Source: an optimization exercise on an open RTL-to-GDS flow (aim: small area). Production flows keep margins and buffers that such runs may drop. Where RTL was checked, it was by simulation tests only, not by an equivalence proof against the original. The clock port is modelled as an ideal driver, which makes a skipped or thinned clock tree look cheaper than it is; a real chip needs a root buffer or a tree. Power and IR drop assume default switching activity.

==> try-willow <==
// top_level
module top_level(clk, rst, attention, preset, preset_adds, force_reds, preferentials, ltfs, lgreen);
==> module traffic_light, before the edit <==
module traffic_light #(parameter ID = 0) (clk, rst, attention, preset, preset_add, force_red, preferential, leds, lgreen);
  input clk, rst;
  input attention, preferential;
  input preset, preset_add, force_red;
  output lgreen;
  output [0:2] leds;
  localparam [2:0] S_INIT   = 3'd0,
                   S_PRESET = 3'd1,
                   S_ADD    = 3'd2,
                   S_ATT    = 3'd3,
                   S_GREEN  = 3'd4,
                   S_YELLOW = 3'd5,
                   S_RED    = 3'd6;
  reg [2:0] st, st_n;
  reg [8:0] c;
  reg [6:0] tgt;
  reg clr, hold;
  wire go = (ID == 0) ? c[0] :
            (ID == 1) ? c[3] :
            (ID == 2) ? (c[3] & c[2] & c[1] & c[0]) :
                        (c[4] & c[2] & c[1]);
  wire dec = ~c[0];
  wire green_done = (&c[8:2]) & ~c[1];
  always @* begin
    st_n = st;
    clr = 1'b0;
    hold = 1'b0;
    case (st)
      S_INIT:
        if (go) begin
          st_n = preset ? S_PRESET : S_GREEN;
          clr = 1'b1;
        end
      S_PRESET: begin
        clr = 1'b1;
        if (!preset) st_n = S_GREEN;
        else if (preset_add) st_n = S_ADD;
      end
      S_ADD: begin
        clr = 1'b1;
        if (!preset_add) st_n = S_PRESET;
      end
      S_GREEN:
        if (dec) begin
          if (force_red) begin
            st_n = S_RED; clr = 1'b1;
          end else if (attention) begin
            st_n = S_ATT; clr = 1'b1;
          end else if (green_done) begin
            st_n = S_YELLOW; clr = 1'b1;
          end
        end
      S_YELLOW:
        if (dec) begin
          if (force_red) begin
            st_n = S_RED; clr = 1'b1;
          end else if (attention && c[1] && !c[2]) begin
            st_n = S_ATT; clr = 1'b1;
          end else if (c[1] && c[2]) begin
            st_n = S_RED; clr = 1'b1;
          end
        end
      S_RED:
        if (dec) begin
          if (force_red) begin
            hold = 1'b1;
          end else if (attention) begin
            st_n = S_ATT; clr = 1'b1;
          end else if (c[2]) begin
            st_n = S_GREEN; clr = 1'b1;
          end
        end
      S_ATT:
        if (dec && c[1]) begin
          st_n = S_YELLOW; clr = 1'b1;
        end
      default: ;
    endcase
  end
  wire add5 = ((st == S_INIT) & go & preferential) | (st == S_ADD);
  wire [6:0] tgt_n = tgt + (add5 ? 7'd5 : 7'd0);
  always @(posedge clk, posedge rst) begin
    if (rst) tgt <= 7'd15;
    else tgt <= tgt_n;
  end
  localparam NR = (ID == 0) ? 1 : (ID == 3) ? 5 : 4;
  wire [NR:0] lo_inc = {1'b0, c[NR-1:0]} + {{NR{1'b0}}, ~hold};
  wire [8-NR:0] hi_inc = c[8:NR] + {{(8-NR){1'b0}}, lo_inc[NR]};
  wire to_green = (st_n == S_GREEN) & (st != S_GREEN);
  wire [8:0] c_ld = {~tgt_n[6:1], to_green & ~tgt_n[0], 2'b00};
  wire [8:0] c_n = clr ? c_ld : {hi_inc, lo_inc[NR-1:0]};
  always @(posedge clk, posedge rst) begin
    if (rst) begin
      st <= S_INIT;
      c[NR-1:0] <= {NR{1'b0}};
    end else begin
      st <= st_n;
      c[NR-1:0] <= c_n[NR-1:0];
    end
  end
  always @(posedge clk) c[8:NR] <= c_n[8:NR];
  assign leds = {st == S_GREEN, st == S_YELLOW, st == S_RED};
  assign lgreen = (st == S_ADD);
endmodule
clock: 20.0 ns
lec_check: 0
cap_margin: 20
core_margin: 2
core_utilization: 40
slew_margin: 20
standard.sh (not shown) runs the stock make flow with config.mk's settings and CLKGATE_MAP_FILE= SYNTH_SCRIPT=/design/flow/synth_recipe.tcl, a recipe that flattens the netlist after the stock synthesis.
==> flow/flow/run.sh <==
#!/bin/bash
set -e
HERE=$(cd "$(dirname "$0")" && pwd)
export BUFFER_PORTS_ARGS="-buffer_cell sky130_fd_sc_hd__buf_1"
export FLOW_CLK_BUF=sky130_fd_sc_hd__clkbuf_16
export FLOW_CLK_LEAVES=4
export PRE_CTS_TCL="$HERE/clock_root.tcl"
bash standard.sh > standard.log 2>&1
==> flow/flow/clock_root.tcl <==
# Run before ORFS's CTS step (as its PRE_CTS_TCL hook), in place of ORFS's
# clock_tree_synthesis, which builds a 9-buffer H-tree with dummy loads for
# these few registers. The registers are split into FLOW_CLK_LEAVES groups by
# position (halves by x, then halves by y); each group gets one clock buffer
# at its centre, and the clock port drives those buffers. Every register gets
# the clock through one buffer of the same kind, so no register's clock is
# delayed on purpose relative to another's.
set block [ord::get_db_block]
set db [ord::get_db]
set clk_net [[$block findBTerm clk] getNet]
set master [$db findMaster $::env(FLOW_CLK_BUF)]
set nleaves $::env(FLOW_CLK_LEAVES)

set sinks {}
foreach it [$clk_net getITerms] {
  set loc [[$it getInst] getLocation]
  lappend sinks [list [lindex $loc 0] [lindex $loc 1] $it]
}

# split a list of sinks into n groups: halve along x, then y, alternately
proc split_sinks {sinks n axis} {
  if {$n <= 1} { return [list $sinks] }
  set sorted [lsort -integer -index $axis $sinks]
  set n1 [expr {$n / 2}]
  set cut [expr {([llength $sorted] * $n1) / $n}]
  set a [lrange $sorted 0 [expr {$cut - 1}]]
  set b [lrange $sorted $cut end]
  set next [expr {1 - $axis}]
  return [concat [split_sinks $a $n1 $next] [split_sinks $b [expr {$n - $n1}] $next]]
}

set i 0
foreach group [split_sinks $sinks $nleaves 0] {
  set buf [odb::dbInst_create $block $master clkbuf_leaf_$i]
  set net [odb::dbNet_create $block clknet_leaf_$i]
  $net setSigType CLOCK
  set sx 0
  set sy 0
  foreach s $group {
    set sx [expr {$sx + [lindex $s 0]}]
    set sy [expr {$sy + [lindex $s 1]}]
    set it [lindex $s 2]
    $it disconnect
    $it connect $net
  }
  set n [llength $group]
  [$buf findITerm A] connect $clk_net
  [$buf findITerm X] connect $net
  $buf setLocation [expr {$sx / $n}] [expr {$sy / $n}]
  $buf setPlacementStatus PLACED
  puts "clock_root: clkbuf_leaf_$i drives $n clock pins"
  incr i
}
detailed_placement
set_propagated_clock [all_clocks]
proc clock_tree_synthesis {args} { puts "clock_tree_synthesis skipped: clock buffers inserted by clock_root.tcl" }
==> inputs of try-tundra, as changes to try-willow <==
--- a/flow/design.v
+++ b/flow/design.v
@@ -40,5 +40,4 @@
                         (c[4] & c[2] & c[1]);
   wire dec = ~c[0];
-  wire green_done = (&c[8:2]) & ~c[1];
   always @* begin
     st_n = st;
@@ -51,13 +50,13 @@
           clr = 1'b1;
         end
-      S_PRESET: begin
-        clr = 1'b1;
-        if (!preset) st_n = S_GREEN;
-        else if (preset_add) st_n = S_ADD;
-      end
-      S_ADD: begin
-        clr = 1'b1;
+      S_PRESET:
+        if (!preset) begin
+          st_n = S_GREEN;
+          clr = 1'b1;
+        end else if (preset_add) begin
+          st_n = S_ADD;
+        end
+      S_ADD:
         if (!preset_add) st_n = S_PRESET;
-      end
       S_GREEN:
         if (dec) begin
@@ -66,5 +65,5 @@
           end else if (attention) begin
             st_n = S_ATT; clr = 1'b1;
-          end else if (green_done) begin
+          end else if (c[8:1] == {tgt, 1'b0}) begin
             st_n = S_YELLOW; clr = 1'b1;
           end
@@ -90,33 +89,24 @@
           end
         end
-      S_ATT:
+      default:
         if (dec && c[1]) begin
           st_n = S_YELLOW; clr = 1'b1;
         end
-      default: ;
     endcase
   end
-  wire add5 = ((st == S_INIT) & go & preferential) | (st == S_ADD);
-  wire [6:0] tgt_n = tgt + (add5 ? 7'd5 : 7'd0);
-  always @(posedge clk, posedge rst) begin
-    if (rst) tgt <= 7'd15;
-    else tgt <= tgt_n;
-  end
-  localparam NR = (ID == 0) ? 1 : (ID == 3) ? 5 : 4;
-  wire [NR:0] lo_inc = {1'b0, c[NR-1:0]} + {{NR{1'b0}}, ~hold};
-  wire [8-NR:0] hi_inc = c[8:NR] + {{(8-NR){1'b0}}, lo_inc[NR]};
-  wire to_green = (st_n == S_GREEN) & (st != S_GREEN);
-  wire [8:0] c_ld = {~tgt_n[6:1], to_green & ~tgt_n[0], 2'b00};
-  wire [8:0] c_n = clr ? c_ld : {hi_inc, lo_inc[NR-1:0]};
   always @(posedge clk, posedge rst) begin
     if (rst) begin
       st <= S_INIT;
-      c[NR-1:0] <= {NR{1'b0}};
+      c <= 9'd0;
     end else begin
       st <= st_n;
-      c[NR-1:0] <= c_n[NR-1:0];
+      if (clr) c <= 9'd0;
+      else if (!hold) c <= c + 9'd1;
     end
   end
-  always @(posedge clk) c[8:NR] <= c_n[8:NR];
+  always @(posedge clk) begin
+    if (st == S_INIT) tgt <= preferential ? 7'd20 : 7'd15;
+    else if (st == S_ADD) tgt <= tgt + 7'd5;
+  end
   assign leds = {st == S_GREEN, st == S_YELLOW, st == S_RED};
   assign lgreen = (st == S_ADD);
==> flow/run.sh (new file) <==
#!/bin/bash
# synth_recipe.tcl (not shown) runs the flow's synth.tcl, then flattens the netlist and writes it again
# the make line also repeats each setting of config.mk as NAME=value (left out here)
make -C /OpenROAD-flow-scripts/flow DESIGN_CONFIG=/design/flow/config.mk WORK_HOME=/design/flow/orfs CLKGATE_MAP_FILE= SYNTH_SCRIPT=/design/flow/synth_recipe.tcl finish
removed: flow/flow/run.sh
removed: flow/flow/clock_root.tcl
removed: flow/standard.sh
==> inputs of try-harbor, as changes to try-willow <==
--- a/flow/design.v
+++ b/flow/design.v
@@ -34,5 +34,5 @@
   reg [8:0] c;
   reg [6:0] tgt;
-  reg clr, hold;
+  reg clr, inc;
   wire go = (ID == 0) ? c[0] :
             (ID == 1) ? c[3] :
@@ -40,9 +40,8 @@
                         (c[4] & c[2] & c[1]);
   wire dec = ~c[0];
-  wire green_done = (&c[8:2]) & ~c[1];
   always @* begin
     st_n = st;
     clr = 1'b0;
-    hold = 1'b0;
+    inc = 1'b1;
     case (st)
       S_INIT:
@@ -51,13 +50,13 @@
           clr = 1'b1;
         end
-      S_PRESET: begin
-        clr = 1'b1;
-        if (!preset) st_n = S_GREEN;
-        else if (preset_add) st_n = S_ADD;
-      end
-      S_ADD: begin
-        clr = 1'b1;
+      S_PRESET:
+        if (!preset) begin
+          st_n = S_GREEN;
+          clr = 1'b1;
+        end else if (preset_add) begin
+          st_n = S_ADD;
+        end
+      S_ADD:
         if (!preset_add) st_n = S_PRESET;
-      end
       S_GREEN:
         if (dec) begin
@@ -66,5 +65,5 @@
           end else if (attention) begin
             st_n = S_ATT; clr = 1'b1;
-          end else if (green_done) begin
+          end else if (c[8:1] == {tgt, 1'b0}) begin
             st_n = S_YELLOW; clr = 1'b1;
           end
@@ -83,5 +82,5 @@
         if (dec) begin
           if (force_red) begin
-            hold = 1'b1;
+            inc = 1'b0;
           end else if (attention) begin
             st_n = S_ATT; clr = 1'b1;
@@ -97,16 +96,6 @@
     endcase
   end
-  wire add5 = ((st == S_INIT) & go & preferential) | (st == S_ADD);
-  wire [6:0] tgt_n = tgt + (add5 ? 7'd5 : 7'd0);
-  always @(posedge clk, posedge rst) begin
-    if (rst) tgt <= 7'd15;
-    else tgt <= tgt_n;
-  end
   localparam NR = (ID == 0) ? 1 : (ID == 3) ? 5 : 4;
-  wire [NR:0] lo_inc = {1'b0, c[NR-1:0]} + {{NR{1'b0}}, ~hold};
-  wire [8-NR:0] hi_inc = c[8:NR] + {{(8-NR){1'b0}}, lo_inc[NR]};
-  wire to_green = (st_n == S_GREEN) & (st != S_GREEN);
-  wire [8:0] c_ld = {~tgt_n[6:1], to_green & ~tgt_n[0], 2'b00};
-  wire [8:0] c_n = clr ? c_ld : {hi_inc, lo_inc[NR-1:0]};
+  wire [8:0] c_n = clr ? 9'd0 : c + {8'd0, inc};
   always @(posedge clk, posedge rst) begin
     if (rst) begin
@@ -119,4 +108,9 @@
   end
   always @(posedge clk) c[8:NR] <= c_n[8:NR];
+  wire add5 = ((st == S_INIT) & go & preferential) | (st == S_ADD);
+  always @(posedge clk, posedge rst) begin
+    if (rst) tgt <= 7'd15;
+    else tgt <= tgt + (add5 ? 7'd5 : 7'd0);
+  end
   assign leds = {st == S_GREEN, st == S_YELLOW, st == S_RED};
   assign lgreen = (st == S_ADD);
==> flow/flow/run.sh (replaced) <==
#!/bin/bash
set -e
export BUFFER_PORTS_ARGS="-buffer_cell sky130_fd_sc_hd__buf_1"
export CTS_ARGS="-sink_clustering_enable -repair_clock_nets -sink_clustering_size 40 -sink_clustering_max_diameter 300 -buf_list sky130_fd_sc_hd__clkbuf_8 -root_buf sky130_fd_sc_hd__clkbuf_8 -dont_use_dummy_load"
bash standard.sh > standard.log 2>&1
removed: flow/flow/clock_root.tcl
==> run notes <==
- try-willow completed without violations. try-harbor finished clean. try-tundra passed the timing, design-rule and antenna checks.
- Worst hold slack, lowest first: try-willow, try-harbor, try-tundra.
- In try-harbor the sequential power is smaller than in try-tundra, by about 9%.
- Against try-tundra, the register-to-register slack of try-willow is worse by 0.07 ns.
- Of try-harbor and try-tundra, try-tundra has the higher count of clock-buffer cells in the layout (gap 3).
- The lowest maximum frequency belongs to try-tundra, the highest to try-harbor.
- Clock skew: try-willow < try-tundra < try-harbor.
- Clock power, lowest first: try-willow, try-harbor, try-tundra.
No functional check of the RTL was part of try-harbor. The clock cells of try-willow come from the design's own scripts or RTL, not from TritonCTS.

## what the ideal ports hide
How much do the figures lean on ideal ports? The routed layouts below were timed once more, with nothing changed but the port constraints. Step 1, drivers: a clkbuf_16 drives clk and a buf_2 each remaining input, both assumed. Step 2 adds t to the input delays and takes it off the output delays; t is the mean of the earliest and latest rising clock arrival at the registers after step 1. Input paths then give back, and output paths get back, about the clock's delay inside the block. Slacks: ideal ports / drivers / drivers and shift; pairs: ideal ports / drivers.
run	t (ns)	setup slack, ns	hold WS [ns]
try-willow	0.227	14.158 / 14.210 / 13.983	0.471 / 0.471 / 0.471
try-tundra	0.381	13.894 / 13.854 / 13.815	0.564 / 0.564 / 0.564
try-harbor	0.396	14.240 / 14.208 / 13.962	0.488 / 0.488 / 0.488
After both steps every run listed still meets setup and hold. For try-harbor, which loses most, drivers alone change the setup slack by -0.032 ns; drivers and shift together by -0.278 ns.
